What follows belongs to an exercise in optimizing a design on an open flow for small area, a short achievable clock period and few clock cycles; a production flow would make more cautious choices. Where RTL was checked, it was by simulation tests only, not by an equivalence proof against the original. For run 4, only the layout was checked, not whether the RTL still works. No activity file was given, so power comes from the tool's default toggle rates.

==> flow/design.v (outline; a module is shown in full before it is edited, if it fits) <==
// module ula32: 54 lines
// module Registrador: 14 lines
// module Instr_Reg: 24 lines
// module Banco_reg: 24 lines
// module RegDesloc: 30 lines
// module LoadSize: 18 lines
// module StoreSize: 19 lines
// module SL_16to32: 8 lines
// module SL_26to28_PC: 9 lines
// module sign_extend8_32: 6 lines
// module shift_left_2: 6 lines
// module sign_extend1_32: 6 lines
// module sign_extend_1: 6 lines
// module ulasrcA: 8 lines
// module ulasrcB: 9 lines
// module excpCtrl: 6 lines
// module excpCtrl2: 6 lines
// module iord: 10 lines
// module mem_to_reg: 14 lines
// module pcsrc: 11 lines
// module reg_destination: 8 lines
// module shift_amount: 8 lines
// module shift_src: 8 lines
// module control: 2399 lines
// module cpu: 323 lines
module cpu(
    input wire clock,
    input wire reset,
    output wire [31:0] mem_addr,
    output wire mem_wr,
    output wire [31:0] mem_wdata,
    input wire [31:0] mem_rdata
);
  // ...
==> flow/run.sh <==
#!/bin/bash
# synth_recipe.tcl (not shown) runs the flow's synth.tcl, then flattens the netlist and writes it again
# the make line also repeats each setting of config.mk as NAME=value (left out here)
make -C /OpenROAD-flow-scripts/flow DESIGN_CONFIG=/design/flow/config.mk WORK_HOME=/design/flow/orfs CLKGATE_MAP_FILE= SYNTH_SCRIPT=/design/flow/synth_recipe.tcl finish
==> flow/config.mk <==
export PLATFORM = sky130hd
export DESIGN_NAME = cpu
export DESIGN_NICKNAME = cpu
export VERILOG_FILES = /design/flow/design.v
export SDC_FILE = /design/flow/constraint.sdc
export NUM_CORES = 4
export LEC_CHECK = 0
export CAP_MARGIN = 20
export CORE_MARGIN = 2
export CORE_UTILIZATION = 40
export SLEW_MARGIN = 20
==> flow/constraint.sdc <==
create_clock -name core_clock -period 19.0 [get_ports {clock}]
set_input_delay 3.8000 -clock core_clock [delete_from_list [all_inputs] [get_ports {clock}]]
set_output_delay 3.8000 -clock core_clock [all_outputs]
set_load 0.01 [all_outputs]
==> results.toml, run 1 <==
[status]
status = "finished clean"

[floorplan]
dieArea_um2 = 204000
rows = 164

[timing]
final.setup_skew_ps = 42.0

[cts]
numCtsBuffers = 152
tritoncts = "built"
clock-sinks = 1330
cts_resized = 20

[route]
met3_length_mm = 42.2
routed.top_layer = "met5"

[grt]
first_global_vias = 61477
grt_overflow_total = 0
met1_usage_pct = 42.9
antenna_found_initial = 14

[cells_and_area]
multi_input_gates = 4713
final_layout_size_suffix_gt1_share_pct = 22.9
n_sequential_cell = 1330
final_common_cell = "nor2_1"
fillers = 18121
regArea_um2 = 37100
synthToLayoutAreaGrowth_pct = 11.1

[min_path]
holdPathStages = 2
hp-start = "EPC.Saida[1]"

[critical_path]
slowest_stage = "fa_1"
cp-startpoint = "control.srcB_selector[1]"
end_kind = "output pin"
crit_fanout = 2
arrival_ps = 14600
slowest_delay_ps = 460

[yosys]
async_flop_share_pct = 0
ys_types = 95
syn_area_um2 = 80300
ys.warnings.count = 8
syn_nets = 6941
yosysTopAreaCell = "edfxtp_1"

[power]
peakVddDrop_v = 0.000105
p_sw_mw = 3.28
Testbench counts, summed over its fixed seeds: cycles 159,565.
==> module cpu, before the edit <==
module cpu(
    input wire clock,
    input wire reset,
    output wire [31:0] mem_addr,
    output wire mem_wr,
    output wire [31:0] mem_wdata,
    input wire [31:0] mem_rdata
);
    wire reset_out;
    wire rst;
    assign rst = reset | reset_out;
    wire Overflow;
    wire Neg;
    wire Zero;
    wire EQ;
    wire GT;
    wire LT;
    wire PC_control;
    wire ReadWrite;
    wire IRWrite;
    wire RegWrite;
    wire AWrite;
    wire BWrite;
    wire ULAout_ctrl;
    wire [2:0] ULAop;
    wire srcA_selector;
    wire [1:0] srcB_selector;
    wire HI_write;
    wire LO_write;
    wire [31:0] PCSrc_output;
    wire [31:0] ULAout;
    wire [31:0] PC_output;
    wire [31:0] Mem_output;
    wire [31:26] OPCODE;
    wire [25:21] RS;
    wire [20:16] RT;
    wire [15:0] OFFSET;
    wire [31:0] ReadDataA;
    wire [31:0] ReadDataB;
    wire [31:0] A_output;
    wire [31:0] B_output;
    wire [31:0] sign_extend_1_out;
    wire [31:0] scrA_output;
    wire [31:0] srcB_output;
    wire [1:0] REGDEST_SELETOR;    
    wire [4:0] regDest_output;
    wire [3:0] MEMtoREG_SELETOR;
    wire [31:0] memToReg_output;
    wire [2:0] shiftCtrl;
    wire [31:0] shiftReg_output;
    wire shiftAmt;
    wire [4:0] shiftAmt_output;
    wire shiftSrc;
    wire [31:0] shiftSrc_output;
    wire [31:0] sign_extend1_32_output;
    wire [2:0] pcsrc_selector;
    wire [31:0] conc_SL26_PC_output;
    wire [31:0] ULAresult;
    wire [31:0] MultDiv_output;
    wire [31:0] HI_output;
    wire [31:0] LO_output;
    wire [31:0] SL_16to32_output;
    wire [1:0] iord_selector;
    wire [31:0] iord_output;
    wire [1:0] SScontrol;
    wire [31:0] MemDataReg_out;
    wire [31:0] SScontrol_output;
    wire [1:0] LScontrol;
    wire [31:0] LScontrol_output;
    wire MemDataReg_write;
    wire EPCCtrl;
    wire [31:0] EPC_output;
    wire [1:0] excpCtrl;
    wire [31:0] excpCtrl_output;
    wire [1:0] excpCtrl2;
    wire [31:0] excpCtrl2_output;
    wire [31:0] sign_extend8_32_output;
    wire [31:0] shift_left_2_output;
    Registrador PC_(
        clock,
        rst,
        PC_control,
        PCSrc_output,
        PC_output
    );
    iord IorD(
        iord_selector,
        PC_output,
        ULAresult,
        ULAout,
        excpCtrl_output,
        iord_output
    );
    StoreSize SS(
        SScontrol,
        B_output,
        MemDataReg_out,
        SScontrol_output
    );
    LoadSize LS(
        LScontrol,
        MemDataReg_out,
        LScontrol_output
    );
    assign mem_addr = iord_output;
    assign mem_wr = ReadWrite;
    assign mem_wdata = SScontrol_output;
    assign Mem_output = mem_rdata;
    assign MultDiv_output = 32'd0;
    sign_extend8_32 sign_extend8_32_(
        Mem_output,
        sign_extend8_32_output
    );
    Instr_Reg IR_(
        clock,
        rst,
        IRWrite,
        Mem_output,
        OPCODE,
        RS,
        RT,
        OFFSET
    );
    reg_destination reg_destination_(
        REGDEST_SELETOR,
        RT,
        OFFSET[15:11],
        regDest_output
    );
    shift_amount shift_amount_(
        shiftAmt,
        B_output,
        OFFSET[10:6],
        shiftAmt_output
    );
    shift_src shift_src_(
        shiftSrc,
        A_output,
        B_output,
        shiftSrc_output
    );
    RegDesloc shift_reg_(
        clock,
        rst,
        shiftCtrl,
        shiftAmt_output,
        shiftSrc_output,
        shiftReg_output
    );
    Banco_reg Registradores_(
        clock,
        rst,
        RegWrite,
        RS,
        RT,
        regDest_output,
        memToReg_output,
        ReadDataA,
        ReadDataB
    );
    Registrador HI(
        clock,
        rst,
        HI_write,
        MultDiv_output,
        HI_output
    );
    Registrador LO(
        clock,
        rst,
        LO_write,
        MultDiv_output,
        LO_output
    );
    Registrador A_(
        clock,
        rst,
        AWrite,
        ReadDataA,
        A_output
    );
    shift_left_2 SL2_(
        sign_extend_1_out,
        shift_left_2_output
    );
    Registrador B_(
        clock,
        rst,
        BWrite,
        ReadDataB,
        B_output
    );
    Registrador ULAoutput_(
        clock,
        rst,
        ULAout_ctrl,
        ULAresult,
        ULAout
    );
    Registrador MemDataReg(
        clock,
        rst,
        MemDataReg_write,
        Mem_output,
        MemDataReg_out
    );
    Registrador EPC(
        clock,
        rst,
        EPCCtrl,
        ULAresult,
        EPC_output
    );
    sign_extend_1 Sign_extend_1(
        OFFSET,
        sign_extend_1_out
    );
    sign_extend1_32 sign_extend1_32_(
        LT,
        sign_extend1_32_output
    );
    mem_to_reg mem_to_reg_(
        MEMtoREG_SELETOR,
        ULAout,
        sign_extend1_32_output,
        shiftReg_output,
        HI_output,
        LO_output,
        SL_16to32_output,
        LScontrol_output,
        excpCtrl2_output,
        memToReg_output
    );
    ulasrcA ulasrcA(
        srcA_selector,
        PC_output,
        A_output,
        scrA_output
    );
    ulasrcB ulasrcB(
        srcB_selector,
        B_output,
        sign_extend_1_out,
        shift_left_2_output,
        srcB_output
    );
    ula32 ULA_(
        scrA_output,
        srcB_output,
        ULAop,
        ULAresult,
        Overflow,
        Neg,
        Zero,
        EQ,
        GT,
        LT
    );
    SL_26to28_PC concatenacao(
        RS,
        RT,
        OFFSET,
        PC_output,
        conc_SL26_PC_output
    );
    SL_16to32 shiftleft16(
        OFFSET,
        SL_16to32_output
    );
    pcsrc PcSrc_(
        pcsrc_selector,
        ULAresult,
        conc_SL26_PC_output,
        ULAout,
        EPC_output,
        sign_extend8_32_output,
        PCSrc_output
    );
    excpCtrl excpCtrl_(
        excpCtrl,
        excpCtrl_output
    );
    excpCtrl2 excpCtrl2_(
        excpCtrl2,
        excpCtrl2_output
    );
    control control(
        clock,
        rst,
        OPCODE,
        OFFSET,
        PC_control,
        ReadWrite,
        IRWrite,
        RegWrite,
        AWrite,
        BWrite,
        ULAout_ctrl,
        ULAop,
        srcA_selector,
        srcB_selector,
        HI_write,
        LO_write,
        REGDEST_SELETOR,
        MEMtoREG_SELETOR,
        pcsrc_selector,
        iord_selector,
        SScontrol,
        LScontrol,
        MemDataReg_write,
        shiftAmt,
        shiftSrc,
        shiftCtrl,
        EQ,
        GT,
        Overflow,
        excpCtrl,
        excpCtrl2,
        EPCCtrl,
        reset_out,
        reset
    );
endmodule
==> run 2, diff against run 1 <==
==> flow/design.v (replaced) <==
module cpu(
    input wire clock,
    input wire reset,
    output wire [31:0] mem_addr,
    output wire mem_wr,
    output wire [31:0] mem_wdata,
    input wire [31:0] mem_rdata
);
    localparam K_NONE  = 3'd0;
    localparam K_FETCH = 3'd1;
    localparam K_LOAD  = 3'd2;
    localparam K_SWOLD = 3'd3;    
    localparam K_SHOLD = 3'd4;    
    localparam K_EXCB  = 3'd5;    
    localparam X_RUN  = 3'd0;
    localparam X_SH1  = 3'd1;
    localparam X_SH2  = 3'd2;
    localparam X_E1   = 3'd3;
    localparam X_E2   = 3'd4;
    localparam X_HALT = 3'd5;
    reg [31:0] mar;
    reg        mwr;
    reg [31:0] mwd;
    reg [2:0]  mk, rk;
    reg [4:0]  mrt, rrt;
    reg [1:0]  msz, rsz;
    reg [31:0] pma;           
    reg [31:0] fp;            
    reg [31:0] ir;
    reg        irv;
    reg [31:0] p4;            
    reg [31:0] epc;
    reg [31:8] mdr;
    reg [2:0]  xs;
    reg [31:0] rf [0:31];
    reg [31:0] rfv;           
    assign mem_addr  = mar;
    assign mem_wr    = mwr;
    assign mem_wdata = mwd;
    wire [5:0]  op  = ir[31:26];
    wire [4:0]  rs  = ir[25:21];
    wire [4:0]  rt  = ir[20:16];
    wire [4:0]  rd  = ir[15:11];
    wire [4:0]  sha = ir[10:6];
    wire [5:0]  fn  = ir[5:0];
    wire [15:0] imm = ir[15:0];
    wire [31:0] sext = {{16{imm[15]}}, imm};
    wire isR    = (op == 6'h00);
    wire f_add  = isR & (fn == 6'h20);
    wire f_sub  = isR & (fn == 6'h22);
    wire f_and  = isR & (fn == 6'h24);
    wire f_sll  = isR & (fn == 6'h00);
    wire f_srl  = isR & (fn == 6'h02);
    wire f_sra  = isR & (fn == 6'h03);
    wire f_sllv = isR & (fn == 6'h04);
    wire f_srav = isR & (fn == 6'h07);
    wire f_slt  = isR & (fn == 6'h2a);
    wire f_jr   = isR & (fn == 6'h08);
    wire f_mfhi = isR & (fn == 6'h10);
    wire f_mflo = isR & (fn == 6'h12);
    wire f_brk  = isR & (fn == 6'h0d);
    wire f_rte  = isR & (fn == 6'h13);
    wire o_addi  = (op == 6'h08);
    wire o_addiu = (op == 6'h09);
    wire o_slti  = (op == 6'h0a);
    wire o_lui   = (op == 6'h0f);
    wire o_beq   = (op == 6'h04);
    wire o_bne   = (op == 6'h05);
    wire o_ble   = (op == 6'h06);
    wire o_bgt   = (op == 6'h07);
    wire o_j     = (op == 6'h02);
    wire o_jal   = (op == 6'h03);
    wire o_lw    = (op == 6'h23);
    wire o_lh    = (op == 6'h21);
    wire o_lb    = (op == 6'h20);
    wire o_sw    = (op == 6'h2b);
    wire o_sh    = (op == 6'h29);
    wire o_sb    = (op == 6'h28);
    wire o_rst   = (op == 6'h3f);
    wire isBr    = o_beq | o_bne | o_ble | o_bgt;
    wire isLoad  = o_lw | o_lh | o_lb;
    wire isShSb  = o_sh | o_sb;
    wire [31:0] A = rfv[rs] ? rf[rs] : 32'd0;
    wire [31:0] B = rfv[rt] ? rf[rt] : 32'd0;
    wire useB = isR | isBr;
    wire inv  = f_sub | f_slt | o_slti | isBr;
    wire [31:0] Y  = useB ? B : sext;
    wire [31:0] Yx = inv ? ~Y : Y;
    wire [31:0] sum = A + Yx + {31'd0, inv};
    wire ovf = (A[31] == Yx[31]) & (sum[31] != A[31]);
    wire lt  = sum[31] ^ ovf;
    wire eq  = (A == B);
    wire gt  = ~lt & ~eq;
    wire shv = f_sllv | f_srav;
    wire [31:0] shsrc = shv ? A : B;
    wire [4:0]  shamt = shv ? B[4:0] : sha;
    wire [31:0] shl = shsrc << shamt;
    wire signed [31:0] shsrc_s = shsrc;
    wire [31:0] sra_v = shsrc_s >>> shamt;
    wire [31:0] srl_v = shsrc >> shamt;
    wire [31:0] shr = (f_sra | f_srav) ? sra_v : srl_v;
    reg [31:0] res;
    always @(*) begin
        if (f_and)                 res = A & B;
        else if (f_slt | o_slti)   res = {31'd0, lt};
        else if (o_lui)            res = {imm, 16'd0};
        else if (f_sll | f_sllv)   res = shl;
        else if (f_srl | f_sra | f_srav) res = shr;
        else if (f_mfhi | f_mflo)  res = 32'd0;
        else if (o_jal)            res = p4;
        else                       res = sum;
    end
    wire wr_instr = f_add | f_sub | f_and | f_sll | f_srl | f_sra | f_sllv | f_srav |
                    f_slt | f_mfhi | f_mflo | o_addi | o_addiu | o_slti | o_lui | o_jal;
    wire [4:0] dest = o_jal ? 5'd31 : (isR ? rd : rt);
    wire [11:0] d_ir = mar[11:0] - p4[11:0] + 12'd7;     
    wire [11:0] d_rd = mar[11:0] - pma[11:0] + 12'd3;    
    wire ovl_ir = mwr & irv & (d_ir < 12'd7);
    wire ovl_rd = mwr & (d_rd < 12'd7);
    wire hazard = (mk == K_LOAD) &
                  ((mrt == rs) | (mrt == rt) | (isR & (mrt == rd)) | (o_jal & (mrt == 5'd31)));
    wire ex = irv & (xs == X_RUN) & (rk != K_LOAD) & ~hazard & ~ovl_ir;
    wire taken = (o_beq & eq) | (o_bne & ~eq) | (o_ble & ~gt) | (o_bgt & gt);
    wire x_exc   = ex & (f_add | f_sub | o_addi) & ovf;
    wire x_redir = ex & (taken | o_j | o_jal | f_jr | f_rte);
    wire x_halt  = ex & f_brk;
    wire x_rst   = ex & o_rst;
    wire x_load  = ex & isLoad;
    wire x_sw    = ex & o_sw;
    wire x_shsb  = ex & isShSb;
    wire [31:0] br_tgt = p4 + {sext[29:0], 2'b00};
    wire [31:0] j_tgt  = {p4[31:28], ir[20:16], ir[25:21], ir[15:0], 2'b00};
    wire [31:0] x_tgt  = (o_j | o_jal) ? j_tgt : f_jr ? A : f_rte ? epc : br_tgt;
    wire e2 = (xs == X_E2);
    wire [31:0] handler = {24'd0, mem_rdata[7:0]};
    wire redirect = x_redir | e2;
    wire [31:0] r_tgt = e2 ? handler : x_tgt;
    wire consumed = ex;      
    wire seq_on   = ~irv | (ex & ~x_redir & ~x_exc & ~x_halt & ~x_rst);
    wire acc      = (rk == K_FETCH) & ~ovl_rd & seq_on & ~ovl_ir;
    wire drop     = (rk == K_FETCH) & ~acc & ~redirect & ~x_exc;
    wire rewind   = ovl_ir | drop;
    wire [31:0] raddr = ovl_ir ? (p4 - 32'd4) : pma;
    wire kill     = redirect | x_exc | rewind;
    wire x_mem = x_load | x_sw | x_shsb | x_exc | (xs == X_SH1) | (xs == X_SH2) | (xs == X_E1);
    wire [31:0] fa = redirect ? r_tgt : rewind ? raddr : fp;
    wire [31:8] mdr_n = ((rk == K_LOAD) | (rk == K_SWOLD) | (rk == K_SHOLD)) ? mem_rdata[31:8] : mdr;
    wire rst = reset | x_rst;
    wire wb_load = (rk == K_LOAD);
    reg [31:0] ld_val;
    always @(*) begin
        case (rsz)
            2'b10:   ld_val = {16'd0, mem_rdata[15:0]};
            2'b11:   ld_val = {24'd0, mem_rdata[7:0]};
            default: ld_val = mem_rdata;
        endcase
    end
    wire        rf_we = wb_load | e2 | (ex & wr_instr);
    wire [4:0]  rf_wa = wb_load ? rrt : e2 ? 5'd30 : dest;
    wire [31:0] rf_wd = wb_load ? ld_val : e2 ? 32'd2 : res;
    always @(posedge clock) begin
        if (rf_we)
            rf[rf_wa] <= rf_wd;
    end
    always @(posedge clock) begin
        if (rst)
            rfv <= 32'd0;
        else if (rf_we)
            rfv[rf_wa] <= 1'b1;
    end
    always @(posedge clock) begin
        pma <= mar;
        rrt <= mrt;
        rsz <= msz;
        if (acc) begin
            ir <= mem_rdata;
            p4 <= pma + 32'd4;
        end
        if (x_mem) begin
            mwr <= 1'b0;
            mk  <= K_NONE;
            if (x_load) begin
                mar <= sum;
                mk  <= K_LOAD;
                mrt <= rt;
                msz <= o_lw ? 2'b01 : o_lh ? 2'b10 : 2'b11;
            end else if (x_sw) begin
                mar <= sum;
                mwr <= 1'b1;
                mwd <= B;
                mk  <= K_SWOLD;
            end else if (x_shsb) begin
                mar <= sum;
                mwd <= B;
                mk  <= K_SHOLD;
                msz <= o_sh ? 2'b10 : 2'b11;
            end else if (x_exc) begin
                mar <= 32'd254;
                mwd[7:0] <= B[7:0];
                mk  <= K_EXCB;
            end else if (xs == X_SH2) begin
                mwr <= 1'b1;
                mwd <= (rsz == 2'b10) ? {mem_rdata[31:16], mwd[15:0]} : {mem_rdata[31:8], mwd[7:0]};
            end else if (xs == X_E1) begin
                mwr <= 1'b1;
                mwd[31:8] <= mdr_n;
            end
            if (rewind)
                fp <= raddr;
        end else begin
            mar <= fa;
            mwr <= 1'b0;
            mk  <= K_FETCH;
            fp  <= fa + 32'd4;
        end
        rk <= (kill & (mk == K_FETCH)) ? K_NONE : mk;
        if (x_exc)
            epc <= p4 - 32'd4;
        mdr <= mdr_n;
        if (acc)
            irv <= 1'b1;
        else if (consumed | ovl_ir)
            irv <= 1'b0;
        case (xs)
            X_RUN:  xs <= x_exc ? X_E1 : x_shsb ? X_SH1 : x_halt ? X_HALT : X_RUN;
            X_SH1:  xs <= X_SH2;
            X_SH2:  xs <= X_RUN;
            X_E1:   xs <= X_E2;
            X_E2:   xs <= X_RUN;
            default: xs <= X_HALT;
        endcase
        if (rst) begin
            mar <= 32'd0;
            mwr <= 1'b0;
            mk  <= K_FETCH;
            rk  <= K_NONE;
            fp  <= 32'd4;
            irv <= 1'b0;
            xs  <= X_RUN;
            epc <= 32'd0;
            mdr <= 24'd0;
        end
    end
endmodule
==> flow/flow/run.sh (new file) <==
#!/bin/bash
set -euo pipefail
bash standard.sh SETUP_SLACK_MARGIN=12 finish > make_finish.log 2>&1
==> flow/standard.sh (new file) <==
#!/bin/bash
# synth_recipe.tcl (not shown) runs the flow's synth.tcl, then flattens the netlist and writes it again
# the make line also repeats each setting of config.mk as NAME=value (left out here)
make -C /OpenROAD-flow-scripts/flow DESIGN_CONFIG=/design/flow/config.mk WORK_HOME=/design/flow/orfs CLKGATE_MAP_FILE= SYNTH_SCRIPT=/design/flow/synth_recipe.tcl "${@:-finish}"
removed: flow/run.sh
==> run 2 against run 1 <==
Against the previous run: wire length fell by 7.5%; non-clock buffer count rose by 209; utilization grew 4.3 points; critical path depth down 17; power increased by 85%; critical endpoint is now fp[29]; synthesized area decreased by 9.5%; count of clock-buffer cells in the layout decreased by 6; clock power fell by 2%; highest routed layer unchanged.
==> results.toml, run 2 <==
[status]
status = "finished clean"

[timing]
drv_slew = 0
final.setup_skew_ps = 65.8
min_period_ps = 7170
fmax_ghz = 0.140
setup_viol_count_final = 0
grt_setup_unrepaired = "true"
finalHoldViolCount = 0
timing.hold.ws_ps = 343
finalSetupTns_ps = 0
worstMarginPinSlew_ps = 1370
fin_crit_sh_pct = 37.7
maxSlewHeadroom_pct = 8.53

[cells_and_area]
final_cells = 8245
registers.top_by_ff_count = "rf"
final_layout_size_suffix_gt1_share_pct = 29.7
nNetsFinal = 5920
fillers = 15487
multi_input_area_um2 = 35500
regArea_um2 = 38100
largest_register_ffs = 1024
final_common_cell = "edfxtp_1"
final_cell_mix = "edfxtp_1, mux4_2, nand2_1, nor2_1, buf_4"
final_util_pct = 49.0
synthToLayoutAreaGrowth_pct = 21.8

[grt]
use_met3_pct = 6.54
grt-busiest-layer = "met2"
first_global_vias = 52792
grt_pass1_wl_mm = 429
grtUsageMet2_pct = 51.0
antenna_found_initial = 13
grtUsageTotal_pct = 33.3
grt_start_max_net_pins = 73
met1_usage_pct = 44.9
grt_overflow_total = 0

[critical_path]
required_ps = 19650
arrival_ps = 7810
slowest_delay_ps = 510
start_kind = "flip-flop"
cpLargestDelayFamily = "compound AO/OA/AOI/OAI gates"
r2r_slack_ps = 11830
slowest_stage = "mux4_2"
reg2regPathDepth = 33
crit_fanout = 6
end_kind = "flip-flop"
criticalPathCategory = "reg2reg"
reg2reg_to = "fp[29]"
crit_buf_inv = 11

[route]
antenna_left = 0
avgRoutedWirePerCell_um = 38.3
routed_via_density = 6.69
first_iter_violations = 8103
drc_errors = 0
dr.pass1.iters = 8
vias = 55188
routed_wirelength_mm = 316

[placement]
routabilityCongestion = 1.05
place_inst = 7656
io_buffers = 98
dp_hpwl_mm = 197

[cts]
hold_buffers = 0
cts-root-buf = "clkbuf_16"
cts_buffer_depth = 3
worstSkewPairLatency_ps = 860
numCtsBuffers = 151
tritoncts = "built"
h-tree-depth = 4
clock-sinks = 1339
path_clk_slew_ps = 60

[power]
switching_share_pct = 43.0
p_sw_mw = 7.66
power_frac_seq_pct = 26.3
internal-power_mw = 10.2
clkPwrFrac_pct = 16.5
powerDensity_nw_per_um2 = 202
peakVddDrop_v = 0.000113
leakage_nw = 30.4
pwr-share-comb_pct = 57.3

[floorplan]
io_pins = 99
die_y_um = 430
rows = 156
dieArea_um2 = 185000
die_w_um = 430
start_util_pct = 40.2
core_um2 = 181000

[yosys]
async_flop_share_pct = 0
ys_ff_latch = 1339
ys.warnings.count = 1
yosysTopAreaCellShare_pct = 46.6
syn_area_per_cell_um2 = 13.5
syn_inst = 5362
yosys_most_used_dff = "edfxtp_1"
yosysMostFrequentCell = "edfxtp_1"
synthTopCellsByCount = "edfxtp_1, mux4_2, nand2_1"
synth-edff-count = 1127
syn_area_um2 = 72600
ys_types = 97
syn_nets = 5540
ys_seq_area_share_pct = 52.4
synth_top_cells_by_area = "edfxtp_1, mux4_2, dfxtp_1, mux2i_1, nand2_1"
yosysTopAreaCell = "edfxtp_1"

[min_path]
hold_path_end = "rsz[0]"
hp-start = "msz[0]"
holdPathStages = 0
hp-class = "reg2reg"

[flow_run]
max_cap_violations = 0
## run 2: cell type report
type	count	share of cell area, %
repair buffers	574	7.52
diodes	7	0.0198
inverters	88	0.420
repair inverters	1	0.00990
clock buffers	192	4.50
clock inverters	87	1.01
flip-flops and latches	1339	43.1
multi-input cells	3587	40.1
well taps	2370	3.35
## run 2: timing repair
item,CTS,global route
resized for setup,400,154
setup endpoints to repair,1209,969
setup buffers,157,87
pin swaps,90,97
gates cloned,48,11
## run 2: worst register-to-register path, delay by kind of cell (launching register included)
family	cells	cell delay, ps
buffers and inverters	11	1510
DFF	1	370
xor gates and xnor gates	2	360
adders and majority gates	1	320
AOI/OAI and AO/OA	7	1580
muxes	3	1310
and+or+nand+nor	9	1550
## run 2: worst max path at each step
| stage | from | end | slack (ps) | cells past startpoint |
|---|---|---|---|---|
| global route | flip-flop | fp[31] | 11610 | 32 |
| floorplan | flip-flop | fp[28] | 12000 | 35 |
| detailed placement | flip-flop | fp[31] | 8570 | 28 |
| global placement | flip-flop | fp[21] | 8530 | 28 |
| finish | flip-flop | fp[29] | 11830 | 33 |
| CTS | flip-flop | fp[29] | 11900 | 30 |
## run 2: power groups by stage
stage | clock network [mW] | registers [mW] | logic [mW]
final | 2.93 | 4.68 | 10.2
after detailed placement | 0 | 4.86 | 7.80
after global placement | 0 | 4.86 | 7.76
after global routing | 3.07 | 4.69 | 10.6
after CTS | 2.96 | 4.67 | 9.39
after floorplan | 0 | 4.56 | 5.16
## run 2: cell families after synthesis
logic type	count (synthesis)	synth area share, %
adders and majority gates	145	2.54
xor gates and xnor gates	200	2.41
buffers and inverters	451	2.49
AOI/OAI and AO/OA	983	8.57
and+or+nand+nor	1375	8.45
muxes	869	23.1
DFF	1339	52.4
## run 2: metrics by stage
stage	power, mW	area [um^2]	setup WS (ps)
floorplan	9.72	73000	12000
global placement	12.6	77200	8530
detailed placement	12.7	77200	8570
CTS	17.0	86700	11900
global route	18.3	88400	11610
finish	17.8	88500	11830
## run 2: per-layer routing
| metal | up-vias | share of wire, % |
|---|---|---|
| met5 | - | 0.013 |
| met4 | 6 | 6.7 |
| met3 | 815 | 10 |
| met2 | 3790 | 45 |
| met1 | 28517 | 38 |
| li1 | 22060 | - |
Testbench counts of run 2, summed over its fixed seeds: cycles 26,961.
==> run 3, diff against run 2 <==
==> flow/run.sh (new file) <==
#!/bin/bash
# synth_recipe.tcl (not shown) runs the flow's synth.tcl, then flattens the netlist and writes it again
# the make line also repeats each setting of config.mk as NAME=value (left out here)
make -C /OpenROAD-flow-scripts/flow DESIGN_CONFIG=/design/flow/config.mk WORK_HOME=/design/flow/orfs CLKGATE_MAP_FILE= SYNTH_SCRIPT=/design/flow/synth_recipe.tcl finish
removed: flow/flow/run.sh
removed: flow/standard.sh
==> run 3 against run 2 <==
Against the previous run: sequential power grew 2%; wire length shrank 11%; synthesized area is the same; final cell count shrank 4.1%; sequential share of layout area grew 3.4 points; worst hold slack gained 20 ps; via count shrank 5.7%; first-iteration DRC count shrank 8.1%; non-clock buffer count shrank 305; critical path depth shrank 8; clock power grew 2%; critical path type unchanged; largest power group unchanged.
==> results.toml, run 3 <==
[status]
status = "finished clean"

[critical_path]
criticalPathCategory = "reg2reg"
required_ps = 19630
start_kind = "flip-flop"
arrival_ps = 11340
crit_fanout = 102
end_kind = "flip-flop"
reg2regPathDepth = 25
r2r_slack_ps = 8290

[cts]
path_clk_slew_ps = 60
numCtsBuffers = 146
h-tree-depth = 4
tritoncts = "built"
clock-sinks = 1339
cts-root-buf = "clkbuf_16"
hold_buffers = 0
post_cts_buffers = 0
cts_resized = 0
worstSkewPairLatency_ps = 840
cts_buffer_depth = 3

[timing]
fmax_ghz = 0.0934
fin_crit_sh_pct = 56.4
setup_viol_count_final = 0
grt_setup_unrepaired = "false"
min_period_ps = 10710
finalHoldViolCount = 0
maxSlewHeadroom_pct = 16.1
worstMarginPinSlew_ps = 1250
timing.hold.ws_ps = 363
drv_slew = 0
finalSetupTns_ps = 0
final.setup_skew_ps = 86.9

[route]
dr.pass1.iters = 7
avgRoutedWirePerCell_um = 35.4
drc_errors = 0
routed_via_density = 6.58
routed_wirelength_mm = 280
first_iter_violations = 7443
antenna_left = 0
vias = 52015

[yosys]
ys.warnings.count = 1
ys_ff_latch = 1339
syn_area_um2 = 72600
yosysMostFrequentCell = "edfxtp_1"
yosysTopAreaCellShare_pct = 46.6
syn_nets = 5540
synthTopCellsByCount = "edfxtp_1, mux4_2, nand2_1"
syn_area_per_cell_um2 = 13.5
yosys_most_used_dff = "edfxtp_1"
synth_top_cells_by_area = "edfxtp_1, mux4_2, dfxtp_1, mux2i_1, nand2_1"
yosysTopAreaCell = "edfxtp_1"
async_flop_share_pct = 0
ys_types = 97
syn_inst = 5362
ys_seq_area_share_pct = 52.4
synth-edff-count = 1127

[grt]
grt_start_max_net_pins = 122
grtUsageTotal_pct = 29.9
use_met3_pct = 5.97
grt_pass1_wl_mm = 391
grtUsageMet2_pct = 45.7
first_global_vias = 50172
grt_overflow_total = 0
antenna_found_initial = 10
met1_usage_pct = 39.9
grt-busiest-layer = "met2"

[cells_and_area]
multi_input_area_um2 = 33300
registers.top_by_ff_count = "rf"
largest_register_ffs = 1024
final_cell_mix = "edfxtp_1, mux4_2, nand2_1, nor2_1, a21oi_1"
synthToLayoutAreaGrowth_pct = 12.9
nNetsFinal = 5594
final_layout_size_suffix_gt1_share_pct = 21.4
fillers = 15888
regArea_um2 = 38100
final_common_cell = "edfxtp_1"

[placement]
routabilityCongestion = 1.09
io_buffers = 98
dp_hpwl_mm = 182

[floorplan]
io_pins = 99
start_util_pct = 40.2
dieArea_um2 = 185000
core_um2 = 181000
die_y_um = 430
die_w_um = 430
rows = 156

[min_path]
holdPathStages = 0
hp-class = "reg2reg"

[flow_run]
max_cap_violations = 0

[power]
power_frac_seq_pct = 30.5
powerDensity_nw_per_um2 = 190
peakVddDrop_v = 0.000129
pwr-share-comb_pct = 50.4
p_sw_mw = 6.64
leakage_nw = 27.6
switching_share_pct = 42.5
clkPwrFrac_pct = 19.1
internal-power_mw = 8.97
==> run 3: critical path, cell delays in order, from the launching register on <==
cell and delay, ps:
dfxtp_4 860, buf_12 730, buf_4 810, mux4_2 600
mux4_2 480, mux2_2 330, o21ai_0 420, o21ai_0 240
xnor2_1 190, ha_1 440, nand4_1 150, nor4_1 670
nand2_1 160, o31a_1 330, o211ai_1 250, or2_1 140
buf_4 350, and3_1 730, nand2_8 290, mux2i_1 260
a2111oi_4 530, nand4_2 270, nor2_2 540, nand4_1 210
xor2_1 180, o22ai_1 100
==> run 3: power groups by stage <==
stage / sequential (mW) / combinational (mW) / clock, mW
2_1_floorplan: 4.58 / 5.07 / 0
3_3_place_gp: 4.82 / 7.59 / 0
4_1_cts: 4.76 / 7.68 / 3.02
3_5_place_dp: 4.82 / 7.65 / 0
6_report: 4.77 / 7.86 / 2.98
5_1_grt: 4.78 / 8.26 / 3.13
==> run 3: path summary, 6_finish.rpt <==
path	start	endpoint
hold reg to reg	mar[22]	pma[22]
hold / removal	mar[22]	pma[22]
setup reg to reg	flip-flop	fp[31]
setup / recovery	flip-flop	fp[31]
==> run 3: stage by stage <==
step           power, mW  utilization [%]  worst slack [ps]  area, um^2  instances
6_report            15.6             45.4              8290       82000       7908
2_1_floorplan       9.65                -             10420       72600       5362
5_1_grt             16.2             45.4              7620       82000       7906
3_5_place_dp        12.5             42.6              8400       76900       7633
4_1_cts             15.5             45.4              8320       82000       7901
3_3_place_gp        12.4             42.6              8400       76900       7632
==> run 3: metal layers <==
metal / up-vias / wire length, um
met5: - / 25
met4: 4 / 18100
met3: 676 / 27500
met2: 3329 / 127000
met1: 26704 / 108000
li1: 21302 / -
==> run 3: kinds of logic (layout without fill, tap and decap cells) <==
| group | count (synthesis) | after routing | synth area share (%) |
|---|---|---|---|
| AOI/OAI and AO/OA | 983 | 983 | 8.57 |
| DFF | 1339 | 1339 | 52.4 |
| other | 0 | 2 | 0 |
| muxes | 869 | 869 | 23.1 |
| xor gates and xnor gates | 200 | 200 | 2.41 |
| adders and majority gates | 145 | 145 | 2.54 |
| buffers and inverters | 451 | 625 | 2.49 |
| and+or+nand+nor | 1375 | 1375 | 8.45 |
==> run 3: cell type report <==
class	instances	area share, %
flip-flops and latches	1339	46.5
well taps	2370	3.61
clock buffers	194	4.89
diodes	2	0.00610
inverters	88	0.410
clock inverters	74	1.24
repair buffers	269	2.80
multi-input cells	3572	40.6
==> run 4, diff against run 3 <==
--- a/flow/design.v
+++ b/flow/design.v
@@ -18,14 +18,15 @@
     localparam X_E1   = 3'd3;
     localparam X_E2   = 3'd4;
     localparam X_HALT = 3'd5;
+    localparam X_E0   = 3'd6;
     reg [31:0] mar;
     reg        mwr;
     reg [31:0] mwd;
     reg [2:0]  mk, rk;
     reg [4:0]  mrt, rrt;
     reg [1:0]  msz, rsz;
-    reg [31:0] pma;           
-    reg [31:0] fp;            
+    reg [31:0] fpm4;          
+    wire [31:0] fp = fpm4 + 32'd4;
     reg [31:0] ir;
     reg        irv;
     reg [31:0] p4;            
@@ -80,8 +81,21 @@
     wire isBr    = o_beq | o_bne | o_ble | o_bgt;
     wire isLoad  = o_lw | o_lh | o_lb;
     wire isShSb  = o_sh | o_sb;
-    wire [31:0] A = rfv[rs] ? rf[rs] : 32'd0;
-    wire [31:0] B = rfv[rt] ? rf[rt] : 32'd0;
+    wire [4:0] n_rs = mem_rdata[25:21];
+    wire [4:0] n_rt = mem_rdata[20:16];
+    wire [31:0] rs_oh = (32'd1 << n_rs) & rfv;
+    wire [31:0] rt_oh = (32'd1 << n_rt) & rfv;
+    reg [31:0] rA, rB;
+    integer k;
+    always @(*) begin
+        rA = 32'd0;
+        rB = 32'd0;
+        for (k = 0; k < 32; k = k + 1) begin
+            rA = rA | (rf[k] & {32{rs_oh[k]}});
+            rB = rB | (rf[k] & {32{rt_oh[k]}});
+        end
+    end
+    reg [31:0] A, B;
     wire useB = isR | isBr;
     wire inv  = f_sub | f_slt | o_slti | isBr;
     wire [31:0] Y  = useB ? B : sext;
@@ -94,18 +108,27 @@
     wire shv = f_sllv | f_srav;
     wire [31:0] shsrc = shv ? A : B;
     wire [4:0]  shamt = shv ? B[4:0] : sha;
-    wire [31:0] shl = shsrc << shamt;
-    wire signed [31:0] shsrc_s = shsrc;
-    wire [31:0] sra_v = shsrc_s >>> shamt;
-    wire [31:0] srl_v = shsrc >> shamt;
-    wire [31:0] shr = (f_sra | f_srav) ? sra_v : srl_v;
+    wire shleft = f_sll | f_sllv;
+    wire [31:0] shsrc_r, shout_r;
+    genvar g;
+    generate
+        for (g = 0; g < 32; g = g + 1) begin : rev
+            assign shsrc_r[g] = shsrc[31 - g];
+            assign shout_r[g] = shout[31 - g];
+        end
+    endgenerate
+    wire [31:0] shin = shleft ? shsrc_r : shsrc;
+    wire shfill = (f_sra | f_srav) & shsrc[31];
+    wire signed [32:0] shin_s = {shfill, shin};
+    wire [32:0] shout_w = shin_s >>> shamt;
+    wire [31:0] shout = shout_w[31:0];
+    wire [31:0] shres = shleft ? shout_r : shout;
     reg [31:0] res;
     always @(*) begin
         if (f_and)                 res = A & B;
         else if (f_slt | o_slti)   res = {31'd0, lt};
         else if (o_lui)            res = {imm, 16'd0};
-        else if (f_sll | f_sllv)   res = shl;
-        else if (f_srl | f_sra | f_srav) res = shr;
+        else if (f_sll | f_sllv | f_srl | f_sra | f_srav) res = shres;
         else if (f_mfhi | f_mflo)  res = 32'd0;
         else if (o_jal)            res = p4;
         else                       res = sum;
@@ -114,7 +137,8 @@
                     f_slt | f_mfhi | f_mflo | o_addi | o_addiu | o_slti | o_lui | o_jal;
     wire [4:0] dest = o_jal ? 5'd31 : (isR ? rd : rt);
     wire [11:0] d_ir = mar[11:0] - p4[11:0] + 12'd7;     
-    wire [11:0] d_rd = mar[11:0] - pma[11:0] + 12'd3;    
+    wire [31:0] rp4 = (mk == K_FETCH) ? mar : fp;
+    wire [11:0] d_rd = mar[11:0] - rp4[11:0] + 12'd7;
     wire ovl_ir = mwr & irv & (d_ir < 12'd7);
     wire ovl_rd = mwr & (d_rd < 12'd7);
     wire hazard = (mk == K_LOAD) &
@@ -134,15 +158,17 @@
     wire e2 = (xs == X_E2);
     wire [31:0] handler = {24'd0, mem_rdata[7:0]};
     wire redirect = x_redir | e2;
+    wire e0 = (xs == X_E0);
     wire [31:0] r_tgt = e2 ? handler : x_tgt;
     wire consumed = ex;      
-    wire seq_on   = ~irv | (ex & ~x_redir & ~x_exc & ~x_halt & ~x_rst);
+    wire seq_on   = ~irv | (ex & ~x_redir & ~x_halt & ~x_rst);
     wire acc      = (rk == K_FETCH) & ~ovl_rd & seq_on & ~ovl_ir;
-    wire drop     = (rk == K_FETCH) & ~acc & ~redirect & ~x_exc;
+    wire drop     = (rk == K_FETCH) & ~acc & ~redirect & ~e0;
     wire rewind   = ovl_ir | drop;
-    wire [31:0] raddr = ovl_ir ? (p4 - 32'd4) : pma;
-    wire kill     = redirect | x_exc | rewind;
-    wire x_mem = x_load | x_sw | x_shsb | x_exc | (xs == X_SH1) | (xs == X_SH2) | (xs == X_E1);
+    wire [31:0] raddr = (ovl_ir ? p4 : rp4) - 32'd4;
+    wire [31:0] raddr4 = (ovl_ir ? p4 : rp4) - 32'd8;
+    wire kill     = redirect | e0 | rewind;
+    wire x_mem = x_load | x_sw | x_shsb | e0 | (xs == X_SH1) | (xs == X_SH2) | (xs == X_E1);
     wire [31:0] fa = redirect ? r_tgt : rewind ? raddr : fp;
     wire [31:8] mdr_n = ((rk == K_LOAD) | (rk == K_SWOLD) | (rk == K_SHOLD)) ? mem_rdata[31:8] : mdr;
     wire rst = reset | x_rst;
@@ -169,12 +195,19 @@
             rfv[rf_wa] <= 1'b1;
     end
     always @(posedge clock) begin
-        pma <= mar;
         rrt <= mrt;
         rsz <= msz;
+        if (acc)
+            A <= (rf_we & (rf_wa == n_rs)) ? rf_wd : rA;
+        else if (rf_we & (rf_wa == rs))
+            A <= rf_wd;
+        if (acc)
+            B <= (rf_we & (rf_wa == n_rt)) ? rf_wd : rB;
+        else if (rf_we & (rf_wa == rt))
+            B <= rf_wd;
         if (acc) begin
             ir <= mem_rdata;
-            p4 <= pma + 32'd4;
+            p4 <= rp4;
         end
         if (x_mem) begin
             mwr <= 1'b0;
@@ -194,9 +227,8 @@
                 mwd <= B;
                 mk  <= K_SHOLD;
                 msz <= o_sh ? 2'b10 : 2'b11;
-            end else if (x_exc) begin
+            end else if (e0) begin
                 mar <= 32'd254;
-                mwd[7:0] <= B[7:0];
                 mk  <= K_EXCB;
             end else if (xs == X_SH2) begin
                 mwr <= 1'b1;
@@ -206,23 +238,28 @@
                 mwd[31:8] <= mdr_n;
             end
             if (rewind)
-                fp <= raddr;
+                fpm4 <= raddr4;
         end else begin
             mar <= fa;
             mwr <= 1'b0;
             mk  <= K_FETCH;
-            fp  <= fa + 32'd4;
+            fpm4 <= fa;
         end
         rk <= (kill & (mk == K_FETCH)) ? K_NONE : mk;
-        if (x_exc)
+        if (x_exc) begin
             epc <= p4 - 32'd4;
+            mwd[7:0] <= B[7:0];
+        end
         mdr <= mdr_n;
-        if (acc)
+        if (e0)
+            irv <= 1'b0;
+        else if (acc)
             irv <= 1'b1;
         else if (consumed | ovl_ir)
             irv <= 1'b0;
         case (xs)
-            X_RUN:  xs <= x_exc ? X_E1 : x_shsb ? X_SH1 : x_halt ? X_HALT : X_RUN;
+            X_RUN:  xs <= x_exc ? X_E0 : x_shsb ? X_SH1 : x_halt ? X_HALT : X_RUN;
+            X_E0:   xs <= X_E1;
             X_SH1:  xs <= X_SH2;
             X_SH2:  xs <= X_RUN;
             X_E1:   xs <= X_E2;
@@ -234,7 +271,7 @@
             mwr <= 1'b0;
             mk  <= K_FETCH;
             rk  <= K_NONE;
-            fp  <= 32'd4;
+            fpm4 <= 32'd0;
             irv <= 1'b0;
             xs  <= X_RUN;
             epc <= 32'd0;
==> flow/flow/run.sh (new file) <==
#!/bin/bash
set -euo pipefail
bash standard.sh SETUP_SLACK_MARGIN=14.5 finish > make_finish.log 2>&1
==> flow/standard.sh (new file) <==
#!/bin/bash
# synth_recipe.tcl (not shown) runs the flow's synth.tcl, then flattens the netlist and writes it again
# the make line also repeats each setting of config.mk as NAME=value (left out here)
make -C /OpenROAD-flow-scripts/flow DESIGN_CONFIG=/design/flow/config.mk WORK_HOME=/design/flow/orfs CLKGATE_MAP_FILE= SYNTH_SCRIPT=/design/flow/synth_recipe.tcl "${@:-finish}"
--- a/flow/config.mk
+++ b/flow/config.mk
@@ -5,7 +5,8 @@
 export SDC_FILE = /design/flow/constraint.sdc
 export NUM_CORES = 4
 export LEC_CHECK = 0
+export ABC_AREA = 1
 export CAP_MARGIN = 20
 export CORE_MARGIN = 2
-export CORE_UTILIZATION = 40
+export CORE_UTILIZATION = 45
 export SLEW_MARGIN = 20
removed: flow/run.sh
==> run 4 against run 3 <==
Against the previous run: the flow now stops in global routing; synthesized cell count increased by 49%; synthesized area grew 0.53%.
==> results.toml, run 4 <==
[status]
status = "aborted with a tool error"
stop_stage = "global routing"
tool.error = "[ERROR GRT-0232] Routing congestion too high. Check the congestion heatmap in the GUI."

[cts]
cts_buffer_depth = 3
h-tree-depth = 4
numCtsBuffers = 153
clock-sinks = 1361
cts-root-buf = "clkbuf_16"
hold_buffers = 0

[placement]
routabilityCongestion = 1.14
dp_slack_ps = 9330
dp_hpwl_mm = 287
io_buffers = 98

[yosys]
syn_area_per_cell_um2 = 9.16
synthTopCellsByCount = "nand2_1, edfxtp_1, inv_1"
syn_nets = 8150
yosysTopAreaCell = "edfxtp_1"
ys_types = 68
synth-edff-count = 1191
syn_inst = 7969
ys.warnings.count = 1
yosysTopAreaCellShare_pct = 49.0
ys_ff_latch = 1361
ys_seq_area_share_pct = 53.6
yosysMostFrequentCell = "nand2_1"
async_flop_share_pct = 0
yosys_most_used_dff = "edfxtp_1"
synth_top_cells_by_area = "edfxtp_1, nand2_1, inv_1, dfxtp_1, o21ai_0"
syn_area_um2 = 73000

[grt]
grt_start_max_net_pins = 77
grt_overflow_total = 2
grtUsageTotal_pct = 60.9

[floorplan]
die_w_um = 407
die_y_um = 407
start_util_pct = 45.4
rows = 147
io_pins = 99
run 4: layer usage:
layer	track usage, %	overflow
met1	61.8	0
met2	81.6	2
met3	38.8	0
met4	60.4	0
met5	15.7	0
run 4: logic make-up after synthesis:
| group | synth area share (%) |
|---|---|
| DFF | 53.6 |
| muxes | 0.274 |
| and+or+nand+nor | 16.7 |
| AOI/OAI and AO/OA | 17.5 |
| buffers and inverters | 7.21 |
| adders and majority gates | 2.56 |
| xor gates and xnor gates | 2.14 |
run 4: what timing repair did:
| item | in CTS |
|---|---|
| buffers inserted | 568 |
| cloned | 136 |
| setup endpoints to repair | 2527 |
| gates resized for setup | 2090 |
| pin swaps | 365 |
run 4: worst max-delay path by stage:
stage                  start     to  slack (ps)  cells after the start
2_1_floorplan  mem_rdata[19]  B[12]       13240                     14
3_3_place_gp   mem_rdata[22]   A[1]        7550                     13
3_5_place_dp   mem_rdata[22]  A[24]        9330                     15
4_1_cts        mem_rdata[21]  A[24]       12670                     13
run 4: power by group through the flow:
stage	Clock (mW)	Sequential, mW	Combinational [mW]
3_3_place_gp	0	4.60	3.68
3_5_place_dp	0	4.59	3.69
4_1_cts	3.07	4.50	6.09
2_1_floorplan	0	4.35	1.88
run 4: through the flow:
| step | cells | cell area (um^2) | hold slack, ps |
|---|---|---|---|
| 2_1_floorplan | 7969 | 75200 | 323 |
| 3_3_place_gp | 10082 | 78600 | 347 |
| 3_5_place_dp | 10089 | 78700 | 330 |
| 4_1_cts | 11078 | 99100 | 366 |
==> run 5, diff against run 4 <==
--- a/flow/design.v
+++ b/flow/design.v
@@ -27,12 +27,18 @@
     reg [1:0]  msz, rsz;
     reg [31:0] fpm4;          
     wire [31:0] fp = fpm4 + 32'd4;
-    reg [31:0] ir;
+    reg [31:0] ir0;           
+    reg        v0;
+    reg [31:0] p40;
+    reg        jq;            
+    reg        jx;            
+    reg [31:0] ir;            
     reg        irv;
     reg [31:0] p4;            
     reg [31:0] epc;
     reg [31:8] mdr;
     reg [2:0]  xs;
+    reg [31:0] daddr;         
     reg [31:0] rf [0:31];
     reg [31:0] rfv;           
     assign mem_addr  = mar;
@@ -81,8 +87,8 @@
     wire isBr    = o_beq | o_bne | o_ble | o_bgt;
     wire isLoad  = o_lw | o_lh | o_lb;
     wire isShSb  = o_sh | o_sb;
-    wire [4:0] n_rs = mem_rdata[25:21];
-    wire [4:0] n_rt = mem_rdata[20:16];
+    wire [4:0] n_rs = ir0[25:21];
+    wire [4:0] n_rt = ir0[20:16];
     wire [31:0] rs_oh = (32'd1 << n_rs) & rfv;
     wire [31:0] rt_oh = (32'd1 << n_rt) & rfv;
     reg [31:0] rA, rB;
@@ -140,13 +146,21 @@
     wire [31:0] rp4 = (mk == K_FETCH) ? mar : fp;
     wire [11:0] d_rd = mar[11:0] - rp4[11:0] + 12'd7;
     wire ovl_ir = mwr & irv & (d_ir < 12'd7);
+    wire [11:0] d_q = mar[11:0] - p40[11:0] + 12'd7;
+    wire ovl_q = mwr & v0 & (d_q < 12'd7);
     wire ovl_rd = mwr & (d_rd < 12'd7);
     wire hazard = (mk == K_LOAD) &
                   ((mrt == rs) | (mrt == rt) | (isR & (mrt == rd)) | (o_jal & (mrt == 5'd31)));
-    wire ex = irv & (xs == X_RUN) & (rk != K_LOAD) & ~hazard & ~ovl_ir;
+    wire shp = (xs == X_SH1) | (xs == X_SH2);
+    wire [11:0] d_pd = daddr[11:0] - p4[11:0] + 12'd7;
+    wire ovl_pend = d_pd < 12'd7;
+    wire complex_op = isLoad | o_sw | isShSb | isBr | o_j | o_jal | f_jr | f_rte |
+                      f_brk | o_rst | f_add | f_sub | o_addi;
+    wire ex = irv & ((xs == X_RUN) | (shp & ~complex_op & ~ovl_pend)) &
+              (rk != K_LOAD) & ~hazard & ~ovl_ir;
     wire taken = (o_beq & eq) | (o_bne & ~eq) | (o_ble & ~gt) | (o_bgt & gt);
     wire x_exc   = ex & (f_add | f_sub | o_addi) & ovf;
-    wire x_redir = ex & (taken | o_j | o_jal | f_jr | f_rte);
+    wire x_redir = ex & (taken | ((o_j | o_jal) & ~jx) | f_jr | f_rte);
     wire x_halt  = ex & f_brk;
     wire x_rst   = ex & o_rst;
     wire x_load  = ex & isLoad;
@@ -161,15 +175,21 @@
     wire e0 = (xs == X_E0);
     wire [31:0] r_tgt = e2 ? handler : x_tgt;
     wire consumed = ex;      
-    wire seq_on   = ~irv | (ex & ~x_redir & ~x_halt & ~x_rst);
-    wire acc      = (rk == K_FETCH) & ~ovl_rd & seq_on & ~ovl_ir;
+    wire x_free   = ~irv | (ex & ~x_redir & ~x_halt & ~x_rst);
+    wire flush_q  = redirect | e0 | ovl_ir | ovl_q;
+    wire mv       = v0 & x_free & ~flush_q;
+    wire acc      = (rk == K_FETCH) & ~ovl_rd & (~v0 | mv) & ~flush_q & ~jearly & ~(v0 & q_j & ~jq);
     wire drop     = (rk == K_FETCH) & ~acc & ~redirect & ~e0;
-    wire rewind   = ovl_ir | drop;
-    wire [31:0] raddr = (ovl_ir ? p4 : rp4) - 32'd4;
-    wire [31:0] raddr4 = (ovl_ir ? p4 : rp4) - 32'd8;
-    wire kill     = redirect | e0 | rewind;
-    wire x_mem = x_load | x_sw | x_shsb | e0 | (xs == X_SH1) | (xs == X_SH2) | (xs == X_E1);
-    wire [31:0] fa = redirect ? r_tgt : rewind ? raddr : fp;
+    wire rewind   = ovl_ir | ovl_q | drop;
+    wire [31:0] rbase = ovl_ir ? p4 : ovl_q ? p40 : rp4;
+    wire [31:0] raddr = rbase - 32'd4;
+    wire [31:0] raddr4 = rbase - 32'd8;
+    wire kill     = redirect | e0 | rewind | jearly;
+    wire x_mem = x_load | x_sw | x_shsb | e0 | (xs == X_SH2) | (xs == X_E1);
+    wire q_j = (ir0[31:27] == 5'b00001);
+    wire [31:0] q_tgt = {p40[31:28], ir0[20:16], ir0[25:21], ir0[15:0], 2'b00};
+    wire jearly = v0 & q_j & ~jq & ~flush_q & ~x_mem;
+    wire [31:0] fa = redirect ? r_tgt : jearly ? q_tgt : rewind ? raddr : fp;
     wire [31:8] mdr_n = ((rk == K_LOAD) | (rk == K_SWOLD) | (rk == K_SHOLD)) ? mem_rdata[31:8] : mdr;
     wire rst = reset | x_rst;
     wire wb_load = (rk == K_LOAD);
@@ -197,18 +217,31 @@
     always @(posedge clock) begin
         rrt <= mrt;
         rsz <= msz;
-        if (acc)
+        if (mv)
             A <= (rf_we & (rf_wa == n_rs)) ? rf_wd : rA;
         else if (rf_we & (rf_wa == rs))
             A <= rf_wd;
-        if (acc)
+        if (mv)
             B <= (rf_we & (rf_wa == n_rt)) ? rf_wd : rB;
         else if (rf_we & (rf_wa == rt))
             B <= rf_wd;
+        if (mv) begin
+            ir <= ir0;
+            p4 <= p40;
+            jx <= jq | jearly;
+        end
+        if (acc)
+            jq <= 1'b0;
+        else if (jearly)
+            jq <= 1'b1;
         if (acc) begin
-            ir <= mem_rdata;
-            p4 <= rp4;
-        end
+            ir0 <= mem_rdata;
+            p40 <= rp4;
+        end
+        if (acc)
+            v0 <= 1'b1;
+        else if (mv | flush_q)
+            v0 <= 1'b0;
         if (x_mem) begin
             mwr <= 1'b0;
             mk  <= K_NONE;
@@ -224,6 +257,7 @@
                 mk  <= K_SWOLD;
             end else if (x_shsb) begin
                 mar <= sum;
+                daddr <= sum;
                 mwd <= B;
                 mk  <= K_SHOLD;
                 msz <= o_sh ? 2'b10 : 2'b11;
@@ -231,6 +265,7 @@
                 mar <= 32'd254;
                 mk  <= K_EXCB;
             end else if (xs == X_SH2) begin
+                mar <= daddr;
                 mwr <= 1'b1;
                 mwd <= (rsz == 2'b10) ? {mem_rdata[31:16], mwd[15:0]} : {mem_rdata[31:8], mwd[7:0]};
             end else if (xs == X_E1) begin
@@ -253,7 +288,7 @@
         mdr <= mdr_n;
         if (e0)
             irv <= 1'b0;
-        else if (acc)
+        else if (mv)
             irv <= 1'b1;
         else if (consumed | ovl_ir)
             irv <= 1'b0;
@@ -273,6 +308,7 @@
             rk  <= K_NONE;
             fpm4 <= 32'd0;
             irv <= 1'b0;
+            v0  <= 1'b0;
             xs  <= X_RUN;
             epc <= 32'd0;
             mdr <= 24'd0;
==> flow/flow/run.sh (replaced) <==
#!/bin/bash
set -euo pipefail
bash standard.sh SETUP_SLACK_MARGIN=13.5 finish > make_finish.log 2>&1
--- a/flow/config.mk
+++ b/flow/config.mk
@@ -8,5 +8,5 @@
 export ABC_AREA = 1
 export CAP_MARGIN = 20
 export CORE_MARGIN = 2
-export CORE_UTILIZATION = 45
+export CORE_UTILIZATION = 35
 export SLEW_MARGIN = 20
==> run 5 against run 4 <==
Against the previous run: the run now finishes clean; synthesized cell count is 4.8% higher; synthesized area is 7.3% higher.
==> results.toml, run 5 <==
[yosys]
yosysTopAreaCellShare_pct = 49.4
ys.warnings.count = 1
synthTopCellsByCount = "nand2_1, edfxtp_1, inv_1"
yosysTopAreaCell = "edfxtp_1"
syn_nets = 8578
ys_ff_latch = 1460
syn_inst = 8354
async_flop_share_pct = 0
yosys_most_used_dff = "edfxtp_1"
ys_seq_area_share_pct = 53.8
synth-edff-count = 1288
syn_area_um2 = 78300
synth_top_cells_by_area = "edfxtp_1, nand2_1, inv_1, dfxtp_1, o21ai_0"
ys_types = 74
yosysMostFrequentCell = "nand2_1"
syn_area_per_cell_um2 = 9.38

[cells_and_area]
final_layout_size_suffix_gt1_share_pct = 12.4
final_common_cell = "nand2_1"
largest_register_ffs = 1024
synthToLayoutAreaGrowth_pct = 17.6
post-route-cell-area_um2 = 92100
final_cell_mix = "nand2_1, edfxtp_1, inv_1, o21ai_0, a21oi_1"
final_cells = 11803
nNetsFinal = 8888
registers.top_by_ff_count = "rf"

[critical_path]
start_kind = "flip-flop"
crit_fanout = 35
end_kind = "flip-flop"
criticalPathCategory = "reg2reg"
arrival_ps = 6240
required_ps = 19540

[floorplan]
die_w_um = 477
dieArea_um2 = 228000
start_util_pct = 35.2
rows = 173
core_um2 = 222000
io_pins = 99
die_y_um = 477

[power]
leakage_nw = 34.8
internal-power_mw = 6.26
powerDensity_nw_per_um2 = 101
report.power.total_mw = 9.35
clkPwrFrac_pct = 34.6
switching_share_pct = 33.0
power_frac_seq_pct = 43.6
peakVddDrop_v = 0.0000849
p_sw_mw = 3.09
pwr-share-comb_pct = 21.8

[timing]
final.setup_skew_ps = 74.8
fmax_ghz = 0.175
grt_setup_unrepaired = "true"
worstMarginPinSlew_ps = 1340
maxSlewHeadroom_pct = 10.8
fin_crit_sh_pct = 30.0
finalSetupTns_ps = 0
setup_viol_count_final = 0
drv_slew = 0
min_period_ps = 5700
finalHoldViolCount = 0

[placement]
dpl-instance-area_um2 = 84200
place_inst = 11328
io_buffers = 98
dp_hpwl_mm = 292
routabilityCongestion = 1.04

[cts]
hold_buffers = 0
tritoncts = "built"
worstSkewPairLatency_ps = 860
h-tree-depth = 4
numCtsBuffers = 158
path_clk_slew_ps = 60
cts_buffer_depth = 3
clock-sinks = 1460
cts-root-buf = "clkbuf_16"

[route]
dr.pass1.iters = 11
drc_errors = 0
antenna_left = 0
routed_via_density = 6.47
vias = 76400
avgRoutedWirePerCell_um = 37.4
first_iter_violations = 13530
routed_wirelength_mm = 441

[grt]
antenna_found_initial = 41
grt_start_max_net_pins = 68
grtUsageTotal_pct = 37.1
first_global_vias = 69972
grt_pass1_wl_mm = 584
grt_overflow_total = 0

[status]
status = "finished clean"

[min_path]
hp-class = "reg2reg"

[flow_run]
max_cap_violations = 0
==> run 5: logic make-up (layout without fill, tap and decap cells) <==
| logic type | count (synthesis) | count (layout) | share of synthesized area [%] |
|---|---|---|---|
| AOI/OAI and AO/OA | 2155 | 2157 | 17.4 |
| xor gates and xnor gates | 203 | 203 | 2.28 |
| adders and majority gates | 190 | 190 | 3.09 |
| buffers and inverters | 1466 | 1899 | 7.22 |
| DFF | 1460 | 1460 | 53.8 |
| muxes | 30 | 30 | 0.383 |
| other | 0 | 33 | 0 |
| and+or+nand+nor | 2850 | 2856 | 15.8 |
==> run 5: cell type report <==
cell class | instances | area, um^2
Fill cell | 21759 | 130000
Timing Repair inverter | 5 | 37.5
Sequential cell | 1460 | 42200
Tap cell | 2975 | 3720
Inverter | 1094 | 4210
Clock buffer | 197 | 4180
Clock inverter | 94 | 1140
Multi-Input combinational cell | 5436 | 32100
Antenna cell | 33 | 82.6
Timing Repair Buffer | 509 | 4540
==> run 5: path summary, 6_finish.rpt <==
check / from / end / slack [ps] / cells past startpoint
hold reg to reg: msz[0] / rsz[0] / 350 / 0
setup reg to reg: ir[14] / B[17] / 13300 / 20
hold / removal: msz[0] / rsz[0] / 350 / 0
setup / recovery: ir[14] / B[17] / 13300 / 20
==> run 5: power groups by stage <==
stage               Sequential, mW  Clock, mW  Combinational [mW]
detailed placement            4.14          0                1.78
global placement              4.15          0                1.76
floorplan                     4.05          0                1.02
CTS                           4.07       3.23                1.87
global route                  4.07       3.35                2.13
finish                        4.07       3.24                2.04
==> run 5: worst max-delay path: stages (launching register included) <==
cell and delay [ps]:
edfxtp_1 940, inv_1 520, o21ai_0 430, xor2_1 240
ha_1 330, a21oi_1 260, nand2_4 120, nand2_2 150
nand3_2 120, nand4_1 130, nand3_1 110, nand2_2 110
nand3_2 120, nor2_4 190, inv_4 90, nor2_4 130
buf_12 140, nand2_8 140, buf_8 240, nor4_4 650
a21oi_2 130
==> run 5: what timing repair did <==
action	CTS	global route
resized for setup	235	131
setup buffers	55	74
pin swaps	25	35
endpoints found under the setup margin	1497	1861
gates cloned	16	5
==> run 5: stage by stage <==
stage,setup slack [ps],util [%],hold slack (ps)
detailed placement,11900,37.9,329
finish,13300,41.4,350
global placement,11450,37.9,327
global route,13310,41.4,359
floorplan,13410,-,323
CTS,13240,40.9,343
==> run 5: per-layer routing <==
metal | GRT usage (%) | share of wire [%] | vias up
li1 | - | - | 30597
met1 | 42.6 | 33 | 36480
met2 | 54.5 | 42 | 7117
met3 | 14.2 | 14 | 2174
met4 | 30.8 | 11 | 32
met5 | 0 | 0.045 | -
Testbench counts of run 5, summed over its fixed seeds: cycles 26,980.
==> run 6, diff against run 5 <==
==> flow/flow/run.sh (replaced) <==
#!/bin/bash
set -euo pipefail
bash standard.sh SETUP_SLACK_MARGIN=13.0 finish > make_finish.log 2>&1
==> run 6 against run 5 <==
Against the previous run: critical path depth down 19; non-clock buffer count down 130; worst hold slack better by 0.81 ps; still clean on timing, DRC and antenna; final area down 2.2%; count of clock-buffer cells in the layout up 5; sequential power about the same; fmax down 4.1%; power down 2.4%; clock power down 2%; largest cell class unchanged.
==> results.toml, run 6 <==
[cts]
worstSkewPairLatency_ps = 880
cts_buffer_depth = 3
cts-root-buf = "clkbuf_16"
numCtsBuffers = 160
h-tree-depth = 4
path_clk_slew_ps = 70
clock-sinks = 1460
tritoncts = "built"

[cells_and_area]
largest_register_ffs = 1024
final_cell_mix = "nand2_1, edfxtp_1, inv_1, o21ai_0, a21oi_1"
final_cells = 11671
synthToLayoutAreaGrowth_pct = 15.0
registers.top_by_ff_count = "rf"
final_layout_size_suffix_gt1_share_pct = 9.91
nNetsFinal = 8752
final_common_cell = "nand2_1"

[timing]
finalSetupTns_ps = 0
worstMarginPinSlew_ps = 1310
maxSlewHeadroom_pct = 12.1
grt_setup_unrepaired = "true"
final.setup_skew_ps = 96.4
drv_slew = 0
setup_viol_count_final = 0
fin_crit_sh_pct = 31.3
finalHoldViolCount = 0
min_period_ps = 5950
fmax_ghz = 0.168

[grt]
first_global_vias = 69010
grt_pass1_wl_mm = 564
grt_start_max_net_pins = 95
grtUsageTotal_pct = 35.5
grt_overflow_total = 0
antenna_found_initial = 57

[route]
drc_errors = 0
routed_via_density = 6.46
antenna_left = 0
routed_wirelength_mm = 423
first_iter_violations = 14516
dr.pass1.iters = 8
vias = 75442
avgRoutedWirePerCell_um = 36.3

[power]
powerDensity_nw_per_um2 = 101
leakage_nw = 33.8
peakVddDrop_v = 0.000101

[yosys]
yosys_most_used_dff = "edfxtp_1"
ys_seq_area_share_pct = 53.8
ys.warnings.count = 1
syn_inst = 8354
synth_compound_gate_area_share_pct = 17.4
yosys.area_share.simple_pct = 15.8
syn_area_um2 = 78300
synthAdderAreaFrac_pct = 3.09
yosysTopAreaCellShare_pct = 49.4
yosysMostFrequentCell = "nand2_1"
async_flop_share_pct = 0
synth_top_family_by_area = "compound AO/OA/AOI/OAI gates"
synthMuxAreaShare_pct = 0.383
synth-edff-count = 1288
ys_types = 74
synthXorXnorAreaFrac_pct = 2.28
syn_area_per_cell_um2 = 9.38
syn_nets = 8578
synth_top_cells_by_area = "edfxtp_1, nand2_1, inv_1, dfxtp_1, o21ai_0"
ys_ff_latch = 1460
synthTopCellsByCount = "nand2_1, edfxtp_1, inv_1"
yosysTopAreaCell = "edfxtp_1"

[critical_path]
arrival_ps = 2150
r2r_slack_ps = 13140
required_ps = 15200
criticalPathCategory = "reg2out"
crit_fanout = 4
cpLargestDelayFamily = "buffers and inverters"
reg2regPathDepth = 21
slowest_stage = "clkdlybuf4s50_1"
crit_buf_inv = 1
reg2reg_to = "B[8]"
r2r_start = "ir[4]"
start_kind = "flip-flop"
end_kind = "output pin"
worstPathCellList = "clkdlybuf4s50_1"
slowest_delay_ps = 650

[min_path]
holdPathStages = 0
hp-class = "reg2reg"
hp-start = "msz[0]"
hold_path_end = "rsz[0]"

[placement]
routabilityCongestion = 1.07
io_buffers = 98
place_inst = 11319
dp_hpwl_mm = 279

[floorplan]
die_w_um = 477
dieArea_um2 = 228000
io_pins = 99
core_um2 = 222000
die_y_um = 477
rows = 173
start_util_pct = 35.2

[status]
status = "finished clean"

[flow_run]
max_cap_violations = 0
## run 6: cell counts after synthesis
Identical to the previous run, type by type.
## run 6: what timing repair did
| action | in CTS | in global routing |
|---|---|---|
| pin swaps | 1 | 3 |
| gates resized for setup | 22 | 80 |
| cloned | 0 | 5 |
| hold buffers | 0 | 0 |
| endpoints found under the setup margin | 458 | 1750 |
| buffers inserted | 1 | 16 |
## run 6: routing by layer
metal  global-route usage, %  wire length [um]  up-vias
met2                    51.7            174000     7140
li1                        -                 -    30285
met1                    40.7            139000    35776
met3                    15.3             66000     2195
met4                    28.2             43300       46
met5                   0.567               482        -
## run 6: cell families after synthesis
kind of cell             after synthesis
AO/OA/AOI/OAI                       2155
XOR/XNOR                             203
multiplexers                          30
buffers and inverters               1466
AND/OR/NAND/NOR                     2850
adder cells (fa/ha/maj)              190
flip-flops                          1460
## run 6: how the worst max path moves through the flow
stage                            start        end  cells after the start
final                              mwr     mem_wr                      1
after global routing           fpm4[2]    fpm4[4]                     30
after CTS                        p4[8]  rf[14][3]                     19
after detailed placement  mem_rdata[1]   rf[1][1]                      3
after global placement           p4[4]  rf[14][2]                     18
after floorplan                 ir[31]       A[0]                     29
## run 6: cell type report
cell class | instances | area, um^2
repair buffers | 379 | 3320
flip-flops and latches | 1460 | 42100
clock buffers | 202 | 4280
well taps | 2975 | 3720
inverters | 1094 | 4140
diodes | 39 | 97.6
repair inverters | 2 | 12.5
clock inverters | 89 | 942
multi-input cells | 5431 | 31500
fillers | 21806 | 132000
## run 6: power breakdown
part | internal [mW] | total (mW) | switching [mW]
Sequential | 3.93 | 4.08 | 0.152
Clock | 1.75 | 3.19 | 1.44
Combinational | 0.450 | 1.85 | 1.40
Total | 6.13 | 9.12 | 2.99
## run 6: metrics by stage
stage	hold WS, ps	setup WS, ps	power, mW	cell area [um^2]	util (%)
6_report	351	13050	9.12	90100	40.5
5_1_grt	352	12950	9.32	90000	40.5
4_1_cts	351	12940	8.99	89500	40.3
3_5_place_dp	345	12620	5.87	84200	37.9
3_3_place_gp	332	12230	5.86	84100	37.8
2_1_floorplan	323	12790	5.07	78300	-

## what the ideal ports hide
No port has a modelled driver above. Below, the same layouts with a new extraction and two added sets of constraints. Step 1 sets driving cells, clkbuf_16 on the clock port and buf_2 on the other inputs (assumed; they add their load-dependent delay and slew). Step 2 adds t to the input delays and takes it off the output delays; t is the mean of the earliest and latest rising clock arrival at the registers after step 1. Input paths then give back, and output paths get back, about the clock's delay inside the block. Three values: ideal, step 1, step 2; two values: the first two.
| run | t, ns | setup WS [ns] | worst register clock-pin slew, ns |
|---|---|---|---|
| run 1 | 0.887 | 0.601 / 0.514 / 1.401 | 0.07 / 0.07 |
| run 2 | 0.911 | 11.835 / 11.835 / 11.835 | 0.07 / 0.07 |
| run 3 | 0.887 | 8.291 / 8.291 / 8.291 | 0.07 / 0.07 |
| run 5 | 0.919 | 13.298 / 13.298 / 12.771 | 0.07 / 0.07 |
| run 6 | 0.929 | 13.054 / 12.962 / 12.806 | 0.07 / 0.07 |
After both steps setup and hold are still met in every run listed. For run 5, which loses most, drivers alone change the setup slack by 0.000 ns; drivers and shift together by -0.527 ns.
